This is an optimization exercise on Yosys and OpenROAD, whose aim is small area, a short achievable clock period and few clock cycles, not a production implementation.
RTL that was checked went through simulation tests only; none was proved equivalent to the original.
The clock input has no modelled driver; a real chip could not lean on it and would need a root buffer or a full tree.
No activity file was given, so power comes from the tool's default toggle rates.

Design huffman, start of the top module:
module huffman(clk,
               reset,
               gray_valid,
               gray_data,
               CNT_valid,
               CNT1,
               CNT2,
               CNT3,
               CNT4,
               CNT5,
               CNT6,
               code_valid,
               HC1,
               HC2,
               HC3,
               HC4,
               HC5,
               HC6,
               M1,
               M2,
               M3,
               M4,
               M5,
               M6);
Settings: LEC_CHECK=0, ABC_CLOCK_PERIOD_IN_PS=2500, CAP_MARGIN=20, CORE_MARGIN=2, CORE_UTILIZATION=50, SETUP_SLACK_MARGIN=3.5, SLEW_MARGIN=20; clock period 6.0 ns.
standard.sh (not shown) runs the stock make flow with config.mk's settings and CLKGATE_MAP_FILE= SYNTH_SCRIPT=/design/flow/synth_recipe.tcl, a recipe that flattens the netlist after the stock synthesis.
==> flow/flow/run.sh <==
#!/bin/bash
# Standard layout, with plain buffers on the ports.
set -o pipefail
export BUFFER_PORTS_ARGS="-buffer_cell sky130_fd_sc_hd__buf_2"
cp standard.sh synth_recipe.tcl config.mk flow/ 2>/dev/null
bash standard.sh 2>&1 | tee standard.log
==> flow/flow/synth_recipe.tcl <==
proc synth {args} { yosys synth -nofsm -noshare {*}$args }
source $::env(SCRIPTS_DIR)/synth.tcl
# left out here: clear keep_hierarchy, flatten, clean up, hide names made inside functions, write 1_2_yosys.v
==> flow/flow/config.mk <==
export PLATFORM = sky130hd
export DESIGN_NAME = huffman
export DESIGN_NICKNAME = bench
export VERILOG_FILES = /design/flow/design.v
export SDC_FILE = /design/flow/constraint.sdc
export NUM_CORES = 4
export LEC_CHECK = 0
export ABC_CLOCK_PERIOD_IN_PS = 2500
export CAP_MARGIN = 20
export CORE_MARGIN = 2
export CORE_UTILIZATION = 50
export SETUP_SLACK_MARGIN = 3.5
export SLEW_MARGIN = 20
==> flow/flow/standard.sh <==
#!/bin/bash
# The standard flow's own layout of this design, on the ORFS make targets given (by default finish). After
# finish it leaves the final layout's DEF at /design/flow/out/final.def.
set -euo pipefail
make -C /OpenROAD-flow-scripts/flow DESIGN_CONFIG=/design/flow/config.mk WORK_HOME=/design/flow/orfs CLKGATE_MAP_FILE= SYNTH_SCRIPT=/design/flow/synth_recipe.tcl ABC_CLOCK_PERIOD_IN_PS=2500 CAP_MARGIN=20 CORE_MARGIN=2 CORE_UTILIZATION=50 SETUP_SLACK_MARGIN=3.5 SLEW_MARGIN=20 "${@:-finish}"
if [[ -f /design/flow/orfs/results/sky130hd/huffman/base/6_final.odb ]]; then
  : # left out here: write the final layout as DEF
fi
The starting point passed the timing, design-rule and antenna checks.
Testbench counts at the start, summed over its fixed seeds: cycles 24,688.
Next try:
==> flow/run.sh (new file) <==
#!/bin/bash
# synth_recipe.tcl (not shown) runs the flow's synth.tcl, then flattens the netlist and writes it again
# the make line also repeats each setting of config.mk as NAME=value (left out here)
make -C /OpenROAD-flow-scripts/flow DESIGN_CONFIG=/design/flow/config.mk WORK_HOME=/design/flow/orfs CLKGATE_MAP_FILE= SYNTH_SCRIPT=/design/flow/synth_recipe.tcl finish
removed: flow/flow/run.sh
removed: flow/flow/synth_recipe.tcl
removed: flow/flow/config.mk
removed: flow/flow/standard.sh
removed: flow/standard.sh
Count of clock-buffer cells in the layout does not change.
Register-to-register slack improved by 0.03 ns.
Die area does not change.
Synthesized cell count is unchanged.
Wire length went up by 3.7%.
Worst hold slack stays flat.
Final area went up by 7.3%.

========
Another version of the RTL of huffman (not shown whole).
For scale: about 1100 cells after synthesis, roughly 0.0080 mm² of cells after synthesis.
export LEC_CHECK = 0
export ABC_CLOCK_PERIOD_IN_PS = 2500
export CAP_MARGIN = 20
export CORE_MARGIN = 2
export CORE_UTILIZATION = 50
export SETUP_SLACK_MARGIN = 3.5
export SLEW_MARGIN = 20
create_clock -name core_clock -period 6.0 [get_ports {clk}]
==> flow/flow/run.sh <==
#!/bin/bash
# The standard layout (standard.sh) with two changes:
#  - ports are buffered with a small plain buffer instead of a delay buffer;
#  - clock tree synthesis inserts no dummy loads.
# Each tool's full output stays in orfs/logs; this script's own output goes
# to standard.log.
set -o pipefail
export BUFFER_PORTS_ARGS="-buffer_cell ${PORT_BUF:-sky130_fd_sc_hd__buf_1}"
export CTS_ARGS="-sink_clustering_enable -repair_clock_nets -dont_use_dummy_load ${CTS_EXTRA:--sink_clustering_size 40 -sink_clustering_max_diameter 200}"
bash standard.sh > standard.log 2>&1
The baseline finished with timing, DRC and antenna clean.
Testbench counts at the start, summed over its fixed seeds: cycles 24,880.
Then changed:
--- a/flow/flow/run.sh
+++ b/flow/flow/run.sh
@@ -8,3 +8,3 @@
 export BUFFER_PORTS_ARGS="-buffer_cell ${PORT_BUF:-sky130_fd_sc_hd__buf_1}"
-export CTS_ARGS="-sink_clustering_enable -repair_clock_nets -dont_use_dummy_load ${CTS_EXTRA:--sink_clustering_size 40 -sink_clustering_max_diameter 200}"
+export CTS_ARGS="-sink_clustering_enable -repair_clock_nets -dont_use_dummy_load ${CTS_EXTRA:-}"
 bash standard.sh > standard.log 2>&1
What happened:
- utilization is unchanged
- non-clock buffer count stays the same
- sequential power barely changes
- setup slack stays the same
- fmax stays the same
- clock skew stays the same

========
Another version of the RTL of huffman (not shown whole).
Size in the first run: roughly 1,100 cells after synthesis, about 130 flip-flops, about 160 I/O pins, ~0.0080 sq mm of cells after synthesis.
clock: 6.0 ns
lec_check: 0
abc_clock_period_in_ps: 2200
cap_margin: 20
core_margin: 2
core_utilization: 70
setup_slack_margin: 3.8
slew_margin: 20
==> flow/flow/run.sh <==
#!/bin/bash
# The standard layout (standard.sh) with three changes:
#  - ports are buffered with a small plain buffer instead of a delay buffer;
#  - the clock tree is made by flow/clock_tree.tcl (one or two levels),
#    which replaces clock_tree_synthesis in the CTS step;
#  - everything else is ORFS as standard.sh runs it.
# Each tool's full output stays in orfs/logs; this script's own output goes
# to standard.log.
set -o pipefail
export BUFFER_PORTS_ARGS="-buffer_cell ${PORT_BUF:-sky130_fd_sc_hd__buf_1}"
export PRE_CTS_TCL="$PWD/flow/clock_tree.tcl"
export CLK_ROOTS=${CLK_ROOTS:-4}
export CLK_LEAVES=${CLK_LEAVES:-2}
export CLK_BUF=${CLK_BUF:-sky130_fd_sc_hd__clkbuf_16}
export CLK_ROOT_BUF=${CLK_ROOT_BUF:-sky130_fd_sc_hd__clkbuf_16}
bash standard.sh > standard.log 2>&1
Other scripts of this flow, unchanged in this note and not shown: flow/flow/clock_tree.tcl
The baseline produced a clean layout.
Edit:
Settings changed: ABC_CLOCK_PERIOD_IN_PS 2200 to 1799, SETUP_SLACK_MARGIN 3.8 to 4.2.
What happened:
- With this change the flow failed in global routing (DPL-0038)
- synthesized cell count stays the same
- synthesized area does not change
Edit:
Settings changed: ABC_CLOCK_PERIOD_IN_PS 1799 to 2000, SETUP_SLACK_MARGIN 4.2 to 4.0.
Outcome: The changed run passed the timing, design-rule and antenna checks. Synthesized cell count is unchanged. Synthesized area does not change.
Function was not checked in any run of this note: the RTL went through the layout flow alone. The clock cells of the first and third runs of this note come from the design's own scripts or RTL, not from TritonCTS.

========
huffman, a different RTL version from the one above (not shown whole).
Size: about 1100 cells after synthesis, about 120 flip-flops, roughly 7900 µm² of cells after synthesis.
clock: 6.0 ns
lec_check: 0
abc_clock_period_in_ps: 2500
cap_margin: 20
core_margin: 2
core_utilization: 50
setup_slack_margin: 3.5
slew_margin: 20
==> flow/flow/run.sh <==
#!/bin/bash
# The standard layout (standard.sh) with two changes:
#  - ports are buffered with a small plain buffer instead of a delay buffer;
#  - clock tree synthesis inserts no dummy loads.
# Each tool's full output stays in orfs/logs; this script's own output goes
# to standard.log.
set -o pipefail
export BUFFER_PORTS_ARGS="-buffer_cell ${PORT_BUF:-sky130_fd_sc_hd__buf_1}"
export CTS_ARGS="-sink_clustering_enable -repair_clock_nets -dont_use_dummy_load ${CTS_EXTRA:--buf_list sky130_fd_sc_hd__clkbuf_8 -root_buf sky130_fd_sc_hd__clkbuf_16}"
bash standard.sh > standard.log 2>&1
The baseline completed with no timing, DRC or antenna violations.
Edit:
--- a/flow/flow/run.sh
+++ b/flow/flow/run.sh
@@ -7,4 +7,4 @@
 set -o pipefail
 export BUFFER_PORTS_ARGS="-buffer_cell ${PORT_BUF:-sky130_fd_sc_hd__buf_1}"
-export CTS_ARGS="-sink_clustering_enable -repair_clock_nets -dont_use_dummy_load ${CTS_EXTRA:--buf_list sky130_fd_sc_hd__clkbuf_8 -root_buf sky130_fd_sc_hd__clkbuf_16}"
+export CTS_ARGS="-sink_clustering_enable -repair_clock_nets -dont_use_dummy_load ${CTS_EXTRA:-}"
 bash standard.sh > standard.log 2>&1
Outcome: Utilization goes up by 0.98 points. Maximum frequency rises by a few percent. Power goes up by a little under a tenth. Wire length is about the same. Sequential power is about the same. Combinational power stays flat. Flip-flop and latch count stays the same.
No run of this note included a check of the RTL's function; only the layout flow was run.

========
huffman with an RTL version that a note above also has.
Size: roughly 0.0080 mm2 of cells after synthesis.
==> flow/config.mk <==
export PLATFORM = sky130hd
export DESIGN_NAME = huffman
export DESIGN_NICKNAME = huffman
export VERILOG_FILES = /design/flow/design.v
export SDC_FILE = /design/flow/constraint.sdc
export NUM_CORES = 4
export LEC_CHECK = 0
export ABC_CLOCK_PERIOD_IN_PS = 2500
export CAP_MARGIN = 20
export CORE_MARGIN = 2
export CORE_UTILIZATION = 60
export SETUP_SLACK_MARGIN = 3.5
export SLEW_MARGIN = 20
==> flow/constraint.sdc <==
create_clock -name core_clock -period 6.0 [get_ports {clk}]
set_input_delay 1.2000 -clock core_clock [delete_from_list [all_inputs] [get_ports {clk}]]
set_output_delay 1.2000 -clock core_clock [all_outputs]
set_load 0.01 [all_outputs]
==> flow/flow/run.sh <==
#!/bin/bash
# The standard layout (standard.sh) with three changes:
#  - ports are buffered with a small plain buffer instead of a delay buffer;
#  - the clock tree is one level of buffers made by flow/clock_tree.tcl,
#    which replaces clock_tree_synthesis in the CTS step;
#  - everything else is ORFS as standard.sh runs it.
# Each tool's full output stays in orfs/logs; this script's own output goes
# to standard.log.
set -o pipefail
export BUFFER_PORTS_ARGS="-buffer_cell ${PORT_BUF:-sky130_fd_sc_hd__buf_1}"
export PRE_CTS_TCL="$PWD/flow/clock_tree.tcl"
export CLK_GROUPS=${CLK_GROUPS:-4}
export CLK_BUF=${CLK_BUF:-sky130_fd_sc_hd__clkbuf_16}
bash standard.sh > standard.log 2>&1
==> flow/flow/clock_tree.tcl <==
# Clock tree made here instead of by clock_tree_synthesis: the flip-flops
# are split into CLK_GROUPS groups by position (k-means), and each group is
# clocked by one CLK_BUF buffer placed at the group's centre and driven by
# the clock port.  All flip-flops see one buffer between the port and their
# clock pin.
proc my_clock_tree { args } {
  set k $::env(CLK_GROUPS)
  set db [ord::get_db]
  set block [ord::get_db_block]
  set master [$db findMaster $::env(CLK_BUF)]
  set clk_net [$block findNet clk]
  set sinks {}
  foreach it [$clk_net getITerms] {
    if { [$it isInputSignal] } { lappend sinks $it }
  }
  set pts {}
  foreach it $sinks {
    set box [[$it getInst] getBBox]
    lappend pts [list [expr { ([$box xMin] + [$box xMax]) / 2 }] [expr { ([$box yMin] + [$box yMax]) / 2 }]]
  }
  set n [llength $sinks]
  # initial centres: a grid over the flip-flops' bounding box
  set xs [lmap p $pts { lindex $p 0 }]
  set ys [lmap p $pts { lindex $p 1 }]
  set x0 [tcl::mathfunc::min {*}$xs]; set x1 [tcl::mathfunc::max {*}$xs]
  set y0 [tcl::mathfunc::min {*}$ys]; set y1 [tcl::mathfunc::max {*}$ys]
  set gx [expr { int(ceil(sqrt($k))) }]
  set gy [expr { int(ceil(1.0 * $k / $gx)) }]
  set cent {}
  for { set c 0 } { $c < $k } { incr c } {
    set ix [expr { $c % $gx }]
    set iy [expr { $c / $gx }]
    lappend cent [list [expr { int($x0 + ($ix + 0.5) * ($x1 - $x0) / $gx) }] [expr { int($y0 + ($iy + 0.5) * ($y1 - $y0) / $gy) }]]
  }
  set asg [lrepeat $n 0]
  for { set iter 0 } { $iter < 30 } { incr iter } {
    # assign, with a cap on group size to keep the loads even
    set cap [expr { int(ceil(1.0 * $n / $k)) + 4 }]
    set cnt [lrepeat $k 0]
    set pairs {}
    for { set i 0 } { $i < $n } { incr i } {
      lassign [lindex $pts $i] x y
      for { set c 0 } { $c < $k } { incr c } {
        lassign [lindex $cent $c] cx cy
        lappend pairs [list [expr { abs($x - $cx) + abs($y - $cy) }] $i $c]
      }
    }
    set done [lrepeat $n 0]
    foreach pr [lsort -integer -index 0 $pairs] {
      lassign $pr d i c
      if { [lindex $done $i] || [lindex $cnt $c] >= $cap } { continue }
      lset done $i 1
      lset asg $i $c
      lset cnt $c [expr { [lindex $cnt $c] + 1 }]
    }
    set new {}
    for { set c 0 } { $c < $k } { incr c } {
      set sx 0; set sy 0; set m 0
      for { set i 0 } { $i < $n } { incr i } {
        if { [lindex $asg $i] == $c } {
          lassign [lindex $pts $i] x y
          incr sx $x; incr sy $y; incr m
        }
      }
      if { $m > 0 } { lappend new [list [expr { $sx / $m }] [expr { $sy / $m }]] } else { lappend new [lindex $cent $c] }
    }
    set cent $new
  }
  for { set c 0 } { $c < $k } { incr c } {
    set inst [odb::dbInst_create $block $master "clkbuf_bench_$c"]
    set net [odb::dbNet_create $block "clknet_bench_$c"]
    $net setSigType CLOCK
    lassign [lindex $cent $c] cx cy
    $inst setLocation [expr { $cx - [$master getWidth] / 2 }] $cy
    $inst setPlacementStatus PLACED
    [$inst findITerm A] connect $clk_net
    [$inst findITerm X] connect $net
    for { set i 0 } { $i < $n } { incr i } {
      if { [lindex $asg $i] == $c } {
        set it [lindex $sinks $i]
        $it disconnect
        $it connect $net
      }
    }
    puts "clock group $c: [lindex $cnt $c] flip-flops"
  }
  set_propagated_clock [all_clocks]
}
rename clock_tree_synthesis orfs_clock_tree_synthesis
proc clock_tree_synthesis { args } { my_clock_tree }
The baseline went through all stages and came out clean.
Testbench counts at the start, summed over its fixed seeds: cycles 24,880.
==> next run, changes <==
--- a/flow/flow/clock_tree.tcl
+++ b/flow/flow/clock_tree.tcl
@@ -36,5 +36,5 @@
   for { set iter 0 } { $iter < 30 } { incr iter } {
     # assign, with a cap on group size to keep the loads even
-    set cap [expr { int(ceil(1.0 * $n / $k)) + 4 }]
+    set cap [expr { int(ceil(1.0 * $n / $k)) + 1 }]
     set cnt [lrepeat $k 0]
     set pairs {}
- ABC_CLOCK_PERIOD_IN_PS: 2500 -> 2200
- CORE_UTILIZATION: 60 -> 70
- SETUP_SLACK_MARGIN: 3.5 -> 3.8
What happened: Via count rises by 1.9%. Clock skew shrinks by 13 ps. Total power increases by 0.61%.
==> next run, changes <==
- ABC_CLOCK_PERIOD_IN_PS: 2200 -> 2500
- SETUP_SLACK_MARGIN: 3.8 -> 3.5
After rerunning: Power came out lower slightly. Worst setup slack is worse by 140 ps. Via count came out lower slightly. Register-to-register slack is worse by 250 ps. Final cell count came out lower slightly.
==> next run, changes <==
--- a/flow/flow/run.sh
+++ b/flow/flow/run.sh
@@ -12,3 +12,4 @@
 export CLK_GROUPS=${CLK_GROUPS:-4}
 export CLK_BUF=${CLK_BUF:-sky130_fd_sc_hd__clkbuf_16}
+export SKIP_REPAIR_TIE_FANOUT=1
 bash standard.sh > standard.log 2>&1
- ABC_CLOCK_PERIOD_IN_PS: 2500 -> 2200
- SETUP_SLACK_MARGIN: 3.5 -> 3.8
Die area is unchanged.
Combinational power stays flat.
Maximum frequency rises by a few percent.
Synthesized cell count does not change.
Hold slack gets worse by 11 ps.
Design area shrinks slightly.
Register-to-register slack gets better by 200 ps.
Worst setup slack improves by 130 ps.
Cell count falls by a few percent.
Utilization shrinks by 0.88 points.
Clock skew stays flat.
No run of this note takes its clock network from TritonCTS; it comes from the design's own scripts or RTL.

## port drivers added, routing unchanged
The flow's constraints put no driver on any port. The routed layouts listed below were extracted and timed again, unchanged, in two steps.
Step 1 assumes that a clkbuf_16 drives the clock port and a buf_2 every other input.
Step 2 adds t to the input delays and takes it off the output delays; t is the mean of the earliest and latest rising clock arrival at the registers after step 1. Input paths then give back, and output paths get back, about the clock's delay inside the block.
a / b / c = ideal / step 1 / step 2; a / b = the first two.
| run | shift t [ns] | slack for setup (ns) | worst setup path after step 2 | worst register clock-pin slew, ns | cell pins on the clock port's net |
|---|---|---|---|---|---|
| the first run of note 1 | 0.463 | 3.392 / 3.406 / 2.944 | input to register | 0.06 / 0.06 | 1 |
| the second run of note 1 | 0.470 | 3.386 / 3.397 / 2.928 | input to register | 0.06 / 0.06 | 1 |
| the first run of note 2 | 0.450 | 3.602 / 3.560 / 3.349 | input to register | 0.06 / 0.06 | 1 |
| the second run of note 2 | 0.450 | 3.602 / 3.560 / 3.349 | input to register | 0.06 / 0.06 | 1 |
| the first run of note 3 | 0.362 | 3.812 / 3.720 / 3.715 | input to register | 0.08 / 0.08 | 4 |
| the third run of note 3 | 0.361 | 3.857 / 3.765 / 3.862 | input to register | 0.08 / 0.08 | 4 |
| the first run of note 4 | 0.398 | 3.326 / 3.338 / 2.940 | input to register | 0.08 / 0.08 | 1 |
| the second run of note 4 | 0.458 | 3.383 / 3.395 / 2.937 | input to register | 0.06 / 0.06 | 1 |
| the first run of note 5 | 0.260 | 3.667 / 3.694 / 3.469 | input to register | 0.12 / 0.12 | 4 |
| the second run of note 5 | 0.266 | 3.839 / 3.746 / 3.660 | input to register | 0.12 / 0.12 | 4 |
| the third run of note 5 | 0.264 | 3.703 / 3.703 / 3.592 | input to register | 0.12 / 0.12 | 4 |
| the fourth run of note 5 | 0.257 | 3.831 / 3.758 / 3.634 | input to register | 0.12 / 0.12 | 4 |
After both steps every run listed still meets setup and hold. For the second run of note 1, which loses most, drivers alone change the setup slack by +0.011 ns; drivers and shift together by -0.458 ns.
